From an optimization exercise on the open Yosys and OpenROAD flow, aimed at small area, a short achievable clock period and few clock cycles; shortcuts taken in it are not production practice.
No run shown here included a check of the RTL's function; only the layout flow was run.
Power is estimated from default activity; no workload was simulated.

File: design/flow/design.v
`timescale 1ns / 1ps
module knn_distance_cal (
    input             clk,
    input             rst_n,
    input      [63:0] train_data,
    input             train_label,
    input             sample_valid,
    input      [63:0] test_data,
    output     [7:0]  distance_o,
    output            label_o,
    output            valid_o
    );
    reg  [71:0] s1_q;                  
    reg         label_q;
    reg         valid_q;
    reg  [71:0] s1_d;
    integer f, i;
    reg c;
    always @(*) begin
        for (f = 0; f < 8; f = f + 1) begin
            c = 1'b0;
            for (i = 0; i < 8; i = i + 1) begin
                s1_d[f*9+i] = train_data[f*8+i] ^ ~test_data[f*8+i] ^ c;
                c = (train_data[f*8+i] & ~test_data[f*8+i]) |
                    (c & (train_data[f*8+i] | ~test_data[f*8+i]));
            end
            s1_d[f*9+8] = c;
        end
    end
    always @(posedge clk) begin
        s1_q    <= s1_d;
        label_q <= train_label;
        if (!rst_n) valid_q <= 1'b0;
        else        valid_q <= sample_valid;
    end
    reg [71:0] key;
    always @(*)
        for (f = 0; f < 8; f = f + 1)
            key[f*9 +: 9] = {s1_q[f*9 +: 8] ^ {8{~s1_q[f*9+8]}}, s1_q[f*9+8]};
    function gt(input [8:0] a, input [8:0] b);
        integer j; reg g;
        begin
            g = 1'b0;
            for (j = 0; j < 9; j = j + 1)
                g = (a[j] & ~b[j]) | (~(a[j] ^ b[j]) & g);
            gt = g;
        end
    endfunction
    function [8:0] mx(input [8:0] a, input [8:0] b);
        mx = (a > b) ? a : b;
    endfunction
    wire [8:0] m0 = mx(key[0*9 +: 9], key[1*9 +: 9]);
    wire [8:0] m1 = mx(key[2*9 +: 9], key[3*9 +: 9]);
    wire [8:0] m2 = mx(key[4*9 +: 9], key[5*9 +: 9]);
    wire [8:0] m3 = mx(key[6*9 +: 9], key[7*9 +: 9]);
    wire [8:0] kmax = mx(mx(m0, m1), mx(m2, m3));
    wire [7:0] cheb = kmax[8:1] + kmax[0];
    reg [7:0] dist_q;
    reg       label_q2;
    reg       valid_q2;
    always @(posedge clk) begin
        dist_q   <= cheb;
        label_q2 <= label_q;
        if (!rst_n) valid_q2 <= 1'b0;
        else        valid_q2 <= valid_q;
    end
    assign distance_o = dist_q;
    assign label_o    = label_q2;
    assign valid_o    = valid_q2;
endmodule
`timescale 1ns / 1ps
module knn_distance_comporator #(
    parameter K = 5
    )
    (
    input             clk,
    input             rst_n,
    input      [7:0]  distance_i,
    input             label_i,
    input             valid_i,         
    input             clear_i,         
    input             show_i,          
    output reg        valid_o,
    output reg        label_o
    );
    reg [7:0] top_dist  [0:K-1];
    reg       top_label [0:K-1];
    reg [7:0] nxt_dist  [0:K-1];
    reg       nxt_label [0:K-1];
    reg [K-1:0] lt;
    reg [3:0]   sum;
    function lt8(input [7:0] a, input [7:0] b);
        integer j; reg l;
        begin
            l = 1'b0;
            for (j = 0; j < 8; j = j + 1)
                l = (~a[j] & b[j]) | (~(a[j] ^ b[j]) & l);
            lt8 = l;
        end
    endfunction
    integer i;
    always @(*) begin
        for (i = 0; i < K; i = i + 1)
            lt[i] = valid_i && lt8(distance_i, top_dist[i]);
        for (i = 0; i < K; i = i + 1) begin
            if (i > 0 && lt[i > 0 ? i-1 : 0]) begin
                nxt_dist[i]  = top_dist[i > 0 ? i-1 : 0];
                nxt_label[i] = top_label[i > 0 ? i-1 : 0];
            end else if (lt[i]) begin
                nxt_dist[i]  = distance_i;
                nxt_label[i] = label_i;
            end else begin
                nxt_dist[i]  = top_dist[i];
                nxt_label[i] = top_label[i];
            end
        end
        sum = 4'd0;
        for (i = 0; i < K; i = i + 1)
            sum = sum + nxt_label[i];
    end
    always @(posedge clk) begin
        for (i = 0; i < K; i = i + 1) begin
            if (!rst_n || clear_i) begin
                top_dist[i]  <= 8'hff;
                top_label[i] <= 1'b0;
            end else begin
                top_dist[i]  <= nxt_dist[i];
                top_label[i] <= nxt_label[i];
            end
        end
        if (!rst_n) begin
            valid_o <= 1'b0;
            label_o <= 1'b0;
        end else begin
            valid_o <= show_i;
            label_o <= show_i && (sum > (K/2));
        end
    end
endmodule
`timescale 1ns / 1ps
module knn_top #(
    parameter DATA_WIDTH = 8,
    parameter FEATURES   = 8,
    parameter K          = 5
    )(
    input                           clk                 ,
    input                           rst_n               ,
    input [DATA_WIDTH*FEATURES-1:0] train_data          ,
    input                           train_label         ,
    input                           data_valid          ,
    input                           training_done       ,
    input [DATA_WIDTH*FEATURES-1:0] test_data           ,
    output                          predicted_valid_o   ,
    output                          predicted_label_o
    );
    wire [7:0] distance;
    wire       label;
    wire       dvalid;
    reg td1;
    always @(posedge clk) begin
        if (!rst_n) td1 <= 1'b0;
        else        td1 <= training_done;
    end
    knn_distance_cal knn_distance_cal_inst (
        .clk          (clk                          ),
        .rst_n        (rst_n                        ),
        .train_data   (train_data                   ),
        .train_label  (train_label                  ),
        .sample_valid (data_valid & ~training_done  ),
        .test_data    (test_data                    ),
        .distance_o   (distance                     ),
        .label_o      (label                        ),
        .valid_o      (dvalid                       )
    );
    knn_distance_comporator #(
        .K (K)
    ) knn_distance_comparator_inst (
        .clk        (clk                                ),
        .rst_n      (rst_n                              ),
        .distance_i (distance                           ),
        .label_i    (label                              ),
        .valid_i    (dvalid                             ),
        .clear_i    (predicted_valid_o & ~training_done ),
        .show_i     (training_done & td1                ),
        .valid_o    (predicted_valid_o                  ),
        .label_o    (predicted_label_o                  )
    );
endmodule
File: design/flow/run.sh
#!/bin/bash
# synth_recipe.tcl (not shown) runs the flow's synth.tcl, then flattens the netlist and writes it again
# the make line also repeats each setting of config.mk as NAME=value (left out here)
make -C /OpenROAD-flow-scripts/flow DESIGN_CONFIG=/design/flow/config.mk WORK_HOME=/design/flow/orfs CLKGATE_MAP_FILE= SYNTH_SCRIPT=/design/flow/synth_recipe.tcl finish
File: design/flow/config.mk
export PLATFORM = sky130hd
export DESIGN_NAME = knn_top
export DESIGN_NICKNAME = knn_top
export VERILOG_FILES = /design/flow/design.v
export SDC_FILE = /design/flow/constraint.sdc
export NUM_CORES = 4
export LEC_CHECK = 0
export CAP_MARGIN = 20
export CORE_MARGIN = 2
export CORE_UTILIZATION = 40
export SLEW_MARGIN = 20
File: design/flow/constraint.sdc
create_clock -name core_clock -period 21.0 [get_ports {clk}]
set_input_delay 4.2000 -clock core_clock [delete_from_list [all_inputs] [get_ports {clk}]]
set_output_delay 4.2000 -clock core_clock [all_outputs]
set_load 0.01 [all_outputs]
==> reports/metrics.yaml, run 1 <==
num_rows: 55
power.ir.vdd_worst_uv: 144
leading_cell_type_in_the_layout_fill_and_taps_excluded: "sky130_fd_sc_hd__inv_1"
1st_pass_router_iterations: 4
critical_path.slowest_cell: "sky130_fd_sc_hd__dfxtp_1"
p_leak_nw: 5.36
sequential_cell_area_sq_um: 2640
worst_hold_path.num_cells: 0
crit_type: "reg -> reg"
min_period_ps: 7790
fillerInstances: 2160
num_vias: 6912
synth_enable_flop_cells: 0
insertedDiodeCount: 0
max_cap_violations: 0
worst_clock_skew_ps: 14.8
cts.path.max_buffers: 2
clock_insertion_delay_worst_skew_ps: 430
run_status: "no timing/DRC/antenna violations"
tritoncts: "done"
syn-cell-area_sq_um: 9350
grt_start_max_net_pins: 36
clock_net_sink_count: 132
groute.layer.met3.usage_pct: 3.61
synth_nets: 1313
synthFlopType: "sky130_fd_sc_hd__dfxtp_1"
timing.critical_path.mode_cell: "sky130_fd_sc_hd__ha_1"
postCtsSetupBuffers: 0
wl_per_cell_um: 12.7
num-nets-final: 1437
synth-seq-area-share_pct: 28.3
grt_pass1_vias: 6942
cp_data_arrival_time_ps: 8140
use_met2_pct: 27.8
final_core_util_pct: 50.8
area_growth_syn_to_layout_pct: 23.7
share_of_cells_above_drive_strength_1_pct: 6.44
top_level_i_o_count: 135
post_synth.cell_area_avg_sq_um: 9.24
synthCells: 1012
cts.root.buffer_cell: "sky130_fd_sc_hd__clkbuf_16"
netlist-cell-type-count: 62
clk_pin_slew_worst_paths_ps: 60
register_bit_count_reported_by_yosys: 132
setup-violations-final: 0
critical_path.endpoint_type: "flip-flop"
place.port_buffers: 134
via_per_inst: 4.73
place_hpwl_um: 14900
floorplan.die_area_sq_um: 24600
cts_max_level: 4
worst_hold_path_type: "reg -> reg"
final_min_period_over_clock_period_pct: 37.1
gr-max-usage-layer: "met2"
multi_input_logic_area_sq_um: 5880
cts_resized: 0
top_library_cells_by_usage_in_the_layout_fill_and_taps_aside: "sky130_fd_sc_hd__inv_1 (176), sky130_fd_sc_hd__clkdlybuf4s50_1 (134), sky130_fd_sc_hd__dfxtp_1 (132)"
worst-path-stages: 30
rsz0062_at_grt: "false"
tightest_slew_ps: 802
grt.met1_usage_pct: 19.6
synth_async_sr_flop_share_pct: 0
power.density_cell_area_nw_per_um2: 153
global_route_wire_length_before_repair_um: 31500
crit_path_max_incr_delay_ps: 630
timing_max_transition_violations_final: 0
fp.coreArea_sq_um: 22800
initialDrtViolationCount: 295
worst_r2r_path_depth: 30
gp_congestion: 0.839
global_route.overflow_total: 0
chip_height_um: 157
die_x_um: 157
syn_warnings: 7
slew_headroom_pct: 46.5
cp_num_buf_inv: 4
global_routing_usage_summed_across_all_routing_layers_pct: 15.9
critPathTopFamily: "compound AO/OA/AOI/OAI gates"
max_clock_freq_ghz: 0.128
cts-buffers-inserted: 17
hold_bufs_at_cts: 0
starting_density_pct: 41.0
initial_antenna_violation_count: 0
post_route_setup_tns_ps: 0
required_ps: 21340
detail_route.drc_violations: 0
critical_path_peak_fanout: 14
finalHoldViolCount: 0
drtAntennaViolNets: 0
startpoint_type: "flip-flop"
totalWireLength_um: 18500
==> cells by family (layout without fill, tap and decap cells) <==
family	Yosys count	after routing	synth area share, %
AND/OR/NAND/NOR	185	185	9.84
XOR/XNOR	70	70	6.56
adder cells (fa/ha/maj)	168	168	27.1
buffers and inverters	212	349	8.89
multiplexers	49	49	5.42
AO/OA/AOI/OAI	196	196	13.9
flip-flops	132	132	28.3
==> layer usage <==
metal  vias up  wire length, um
li1       3609                -
met4         0              258
met2       121             9140
met1      3166             8470
met3        16              633
met5         -                0
==> metrics by stage <==
stage          power [mW]  hold WS [ps]  instances  worst slack [ps]  area, sq um
6_report             1.77           329       1462             13210        11600
3_3_place_gp         1.46           313       1430             13310        11000
4_1_cts              1.79           334       1462             13180        11600
5_1_grt              1.96           342       1462             12560        11600
3_5_place_dp         1.47           318       1430             13250        11000
2_1_floorplan        1.23           310       1012             13990         9350
==> area by class of cell <==
| cell class | instances | area share [%] |
|---|---|---|
| Multi-Input combinational cell | 668 | 50.8 |
| Sequential cell | 132 | 22.8 |
| Timing Repair Buffer | 141 | 12.0 |
| Inverter | 176 | 5.71 |
| Clock buffer | 17 | 3.68 |
| Tap cell | 313 | 3.39 |
| Clock inverter | 15 | 1.49 |
==> where the power goes <==
part | switching, mW | total (mW) | internal, mW
logic | 0.647 | 1.14 | 0.495
clock network | 0.123 | 0.301 | 0.178
registers | 0.0290 | 0.329 | 0.300
total | 0.799 | 1.77 | 0.973
==> flip-flops by register name (all words and copies together), names as in the netlist <==
signal / flops
knn_distance_cal_inst.dist_q: 8
knn_distance_cal_inst.label_q: 1
knn_distance_cal_inst.label_q2: 1
knn_distance_cal_inst.s1_q: 72
knn_distance_cal_inst.valid_q: 1
knn_distance_cal_inst.valid_q2: 1
knn_distance_comparator_inst.label_o: 1
knn_distance_comparator_inst.top_dist: 40
knn_distance_comparator_inst.top_label: 5
knn_distance_comparator_inst.valid_o: 1
td1: 1
==> Yosys cell counts, types with 4 or more instances <==
master,count,area (sq um)
sky130_fd_sc_hd__and2_1,11,68.8
sky130_fd_sc_hd__buf_1,4,15.0
sky130_fd_sc_hd__clkbuf_1,23,86.3
sky130_fd_sc_hd__and3b_1,4,35.0
sky130_fd_sc_hd__o21ai_0,16,80.1
sky130_fd_sc_hd__nor3_1,42,210
sky130_fd_sc_hd__nor2_1,51,191
sky130_fd_sc_hd__a211oi_1,8,60.1
sky130_fd_sc_hd__a21o_1,9,67.6
sky130_fd_sc_hd__nand3_1,6,30.0
sky130_fd_sc_hd__nand4_1,11,68.8
sky130_fd_sc_hd__buf_2,6,30.0
sky130_fd_sc_hd__or2_2,7,43.8
sky130_fd_sc_hd__mux2_2,9,101
sky130_fd_sc_hd__fa_1,58,1160
sky130_fd_sc_hd__mux2i_1,39,390
sky130_fd_sc_hd__a211o_1,5,43.8
sky130_fd_sc_hd__o21a_1,17,128
sky130_fd_sc_hd__ha_1,110,1380
sky130_fd_sc_hd__dfxtp_1,132,2640
sky130_fd_sc_hd__xor2_1,29,254
sky130_fd_sc_hd__o211ai_1,8,60.1
sky130_fd_sc_hd__a21oi_1,98,490
sky130_fd_sc_hd__xnor2_1,41,359
sky130_fd_sc_hd__inv_1,176,661
sky130_fd_sc_hd__o21ai_1,4,20.0
sky130_fd_sc_hd__nand2_1,34,128
==> final timing paths <==
| path | startpoint | endpoint | slack (ps) |
|---|---|---|---|
| worst max-delay path | knn_distance_cal_inst.s1_q[8] | knn_distance_cal_inst.dist_q[7] | 13210 |
| worst min-delay path | knn_distance_cal_inst.label_q | knn_distance_cal_inst.label_q2 | 330 |
| worst max register to register | knn_distance_cal_inst.s1_q[8] | knn_distance_cal_inst.dist_q[7] | 13210 |
| worst min register to register | knn_distance_cal_inst.label_q | knn_distance_cal_inst.label_q2 | 330 |
==> run 2: changes to the inputs <==
==> design/flow/flow/run.sh (new file) <==
#!/bin/bash
# Standard ORFS layout, with two changes to how it is made (the SDC, the clock
# period and the standard synthesis are the standard flow's, unchanged):
#  - port buffers are sky130_fd_sc_hd__buf_1 instead of the delay buffer that
#    buffer_ports picks by default;
#  - timing repair aims for extra setup slack (SETUP_SLACK_MARGIN), so that the
#    achieved period, not just the 21 ns clock, is what repair works on.
set -euo pipefail
bash standard.sh synth > synth.log 2>&1
bash standard.sh SETUP_SLACK_MARGIN=15 TNS_END_PERCENT=100 \
    BUFFER_PORTS_ARGS="-buffer_cell sky130_fd_sc_hd__buf_1"  finish > layout.log 2>&1
==> design/flow/standard.sh (new file) <==
#!/bin/bash
# synth_recipe.tcl (not shown) runs the flow's synth.tcl, then flattens the netlist and writes it again
# the make line also repeats each setting of config.mk as NAME=value (left out here)
make -C /OpenROAD-flow-scripts/flow DESIGN_CONFIG=/design/flow/config.mk WORK_HOME=/design/flow/orfs CLKGATE_MAP_FILE= SYNTH_SCRIPT=/design/flow/synth_recipe.tcl "${@:-finish}"
removed: design/flow/run.sh
==> run 2 against run 1 <==
Still clean on timing, DRC and antenna. Global-route usage is essentially flat. Synthesized cell count unchanged. Flip-flop and latch count unchanged. Count of clock-buffer cells in the layout rose by 3. Area after synthesis unchanged. Non-clock buffer count up 68. Sequential share of layout area fell by 2.1 points. Highest routed layer unchanged.
==> reports/metrics.yaml, run 2 <==
synth.area.mux_share_pct: 5.42
place.port_buffers: 134
synth-seq-area-share_pct: 28.3
initial_antenna_violation_count: 0
synth_top_area_share_pct: 28.3
min_period_ps: 6600
slew_headroom_pct: 48.9
netlist-cell-type-count: 62
critical_path.endpoint_type: "flip-flop"
crit_type: "in -> reg"
leading_cell_type_in_the_layout_fill_and_taps_excluded: "sky130_fd_sc_hd__inv_1"
critPathTopFamily: "adder cells"
detail_route.drc_violations: 0
num_vias: 7294
max_clock_freq_ghz: 0.151
largest_reg_flops: 72
1st_pass_router_iterations: 4
finalHoldViolCount: 0
synth_nets: 1313
startpoint_type: "input port"
post_synth.cell_area_avg_sq_um: 9.24
top_level_i_o_count: 135
fillerInstances: 2002
num_rows: 55
share_of_cells_above_drive_strength_1_pct: 30.7
chip_height_um: 157
drtAntennaViolNets: 0
register_bit_count_reported_by_yosys: 132
clk_pin_slew_worst_paths_ps: 60
synth_top_family_by_area: "adder cells"
worst_hold_path_type: "reg -> reg"
p_leak_nw: 5.63
rsz0062_at_grt: "true"
synthAdderAreaFrac_pct: 27.1
required_ps: 21290
cp_num_buf_inv: 4
initialDrtViolationCount: 257
global_routing_usage_summed_across_all_routing_layers_pct: 15.9
critical_path.slowest_cell: "sky130_fd_sc_hd__fa_2"
max_cap_violations: 0
cts.path.max_buffers: 2
sequential_cell_area_sq_um: 2670
area_growth_syn_to_layout_pct: 38.0
postPlaceCellArea_sq_um: 10700
power.ir.vdd_worst_uv: 198
synth_async_sr_flop_share_pct: 0
global_route.overflow_total: 0
post_route_setup_tns_ps: 0
crit_path_max_incr_delay_ps: 420
netlist.top_cell.by_area: "sky130_fd_sc_hd__dfxtp_1"
tightest_slew_ps: 767
multi_input_logic_area_sq_um: 7120
worst_clock_skew_ps: 12.7
num-nets-final: 1508
starting_density_pct: 41.0
post-synth-top-count-cell: "sky130_fd_sc_hd__inv_1"
grt_start_max_net_pins: 36
timing_max_transition_violations_final: 0
floorplan.die_area_sq_um: 24600
run_status: "no timing/DRC/antenna violations"
die_x_um: 157
tritoncts: "done"
largest_registers: "knn_distance_cal_inst.s1_q x72, knn_distance_comparator_inst.top_dist x40, knn_distance_cal_inst.dist_q x8"
global_route_wire_length_before_repair_um: 31700
synthFlopType: "sky130_fd_sc_hd__dfxtp_1"
power.density_cell_area_nw_per_um2: 196
setup-violations-final: 0
syn_warnings: 7
register_ranked_first_by_flip_flop_count: "knn_distance_cal_inst.s1_q"
cp_data_arrival_time_ps: 6890
via_per_inst: 4.76
crit_path_cell_trace: "buf_8 > inv_12 > ha_4 > fa_2 > inv_2 > fa_2 > fa_2 > fa_2 > fa_2 > fa_2 > inv_2 > fa_2"
ys_top_cells_by_count: "sky130_fd_sc_hd__inv_1 (176), sky130_fd_sc_hd__dfxtp_1 (132), sky130_fd_sc_hd__ha_1 (110)"
final_min_period_over_clock_period_pct: 31.4
synth-compound-area-share_pct: 13.9
grt_pass1_vias: 6876
dpl.cell_count: 1428
final_core_util_pct: 56.6
critical_path_peak_fanout: 1
insertedDiodeCount: 0
place_hpwl_um: 14700
synth_enable_flop_cells: 0
cts_max_level: 4
wl_per_cell_um: 13.1
fp.coreArea_sq_um: 22800
finalNonFillerCells: 1533
yosys-top-cells-area: "sky130_fd_sc_hd__dfxtp_1 (28%), sky130_fd_sc_hd__ha_1 (15%), sky130_fd_sc_hd__fa_1 (12%), sky130_fd_sc_hd__inv_1 (7.1%), sky130_fd_sc_hd__a21oi_1 (5.2%)"
cts.root.buffer_cell: "sky130_fd_sc_hd__clkbuf_16"
synthCells: 1012
final_instance_area_sq_um: 12900
totalWireLength_um: 20200
clock_insertion_delay_worst_skew_ps: 420
clock_net_sink_count: 132
top_library_cells_by_usage_in_the_layout_fill_and_taps_aside: "sky130_fd_sc_hd__inv_1 (139), sky130_fd_sc_hd__dfxtp_1 (124), sky130_fd_sc_hd__buf_1 (118)"
timing.critical_path.mode_cell: "sky130_fd_sc_hd__fa_2"
synth_xor_area_share_pct: 6.56
cts-buffers-inserted: 17
syn-cell-area_sq_um: 9350
gp_congestion: 0.802
share_of_synthesized_cell_area_in_and_or_nand_and_nor_gates_pct: 9.84
==> run 2: what timing repair did <==
| item | CTS | global route |
|---|---|---|
| resized for setup | 63 | 130 |
| setup endpoints to repair | 40 | 37 |
| setup buffers | 11 | 58 |
| hold buffers | 0 | 0 |
| pin swaps | 8 | 41 |
| gates cloned | 0 | 4 |
==> run 2: final cells by class <==
| type | count | share of cell area (%) |
|---|---|---|
| Timing Repair Buffer | 209 | 10.0 |
| Inverter | 176 | 5.90 |
| Tap cell | 313 | 3.04 |
| Clock inverter | 12 | 1.56 |
| Multi-Input combinational cell | 671 | 55.2 |
| Sequential cell | 132 | 20.7 |
| Clock buffer | 20 | 3.62 |
==> run 2: where the power goes <==
group	internal [mW]	switching, mW
logic	0.936	0.926
registers	0.300	0.0356
clock network	0.220	0.112
==> run 2: path summary, 6_finish.rpt <==
kind | cells past startpoint | slack [ps] | endpoint | start
min reg2reg | 0 | 330 | knn_distance_cal_inst.label_q2 | knn_distance_cal_inst.label_q
max | 12 | 14400 | knn_distance_cal_inst.s1_q[16] | test_data[8]
max reg2reg | 29 | 14530 | knn_distance_cal_inst.dist_q[7] | knn_distance_cal_inst.s1_q[71]
min | 0 | 330 | knn_distance_cal_inst.label_q2 | knn_distance_cal_inst.label_q
==> run 2: per-stage QoR <==
step	power, mW	worst slack, ps	hold slack, ps
6_report	2.53	14400	325
5_1_grt	2.72	14220	330
4_1_cts	2.00	14380	328
3_5_place_dp	1.55	13470	314
3_3_place_gp	1.53	13610	312
2_1_floorplan	1.33	14160	310
==> run 2: kinds of logic after synthesis <==
group / count (synthesis)
buffers and inverters: 212
AOI/OAI and AO/OA: 196
and+or+nand+nor: 185
adders and majority gates: 168
DFF: 132
xor gates and xnor gates: 70
muxes: 49
==> run 2: layer usage <==
layer | track usage, % | wire length (um)
met1 | 20.7 | 9200
met2 | 27.0 | 10000
met3 | 3.30 | 712
met4 | 3.71 | 235
met5 | 0 | 0

==> port drivers added, routing unchanged <==
No port has a modelled driver above. Below, the same layouts with a new extraction and two added sets of constraints.
Step 1: set_driving_cell puts a clkbuf_16 on clk and a buf_2 on each other input, an assumption about the parent block.
Step 2 times the ports against the registers' clock, not the clock port: input delays grow and output delays shrink by t, the midpoint of the rising clock arrivals with the driver on.
Three values: ideal, step 1, step 2; two values: the first two.
run | t, ns | setup slack, ns | hold slack, ns
run 1 | 0.466 | 13.206 / 13.206 / 13.206 | 0.329 / 0.329 / 0.329
run 2 | 0.464 | 14.399 / 14.408 / 13.944 | 0.325 / 0.325 / 0.325
After both steps every run listed still meets setup and hold. For run 2, which loses most, drivers alone change the setup slack by +0.009 ns; drivers and shift together by -0.455 ns.
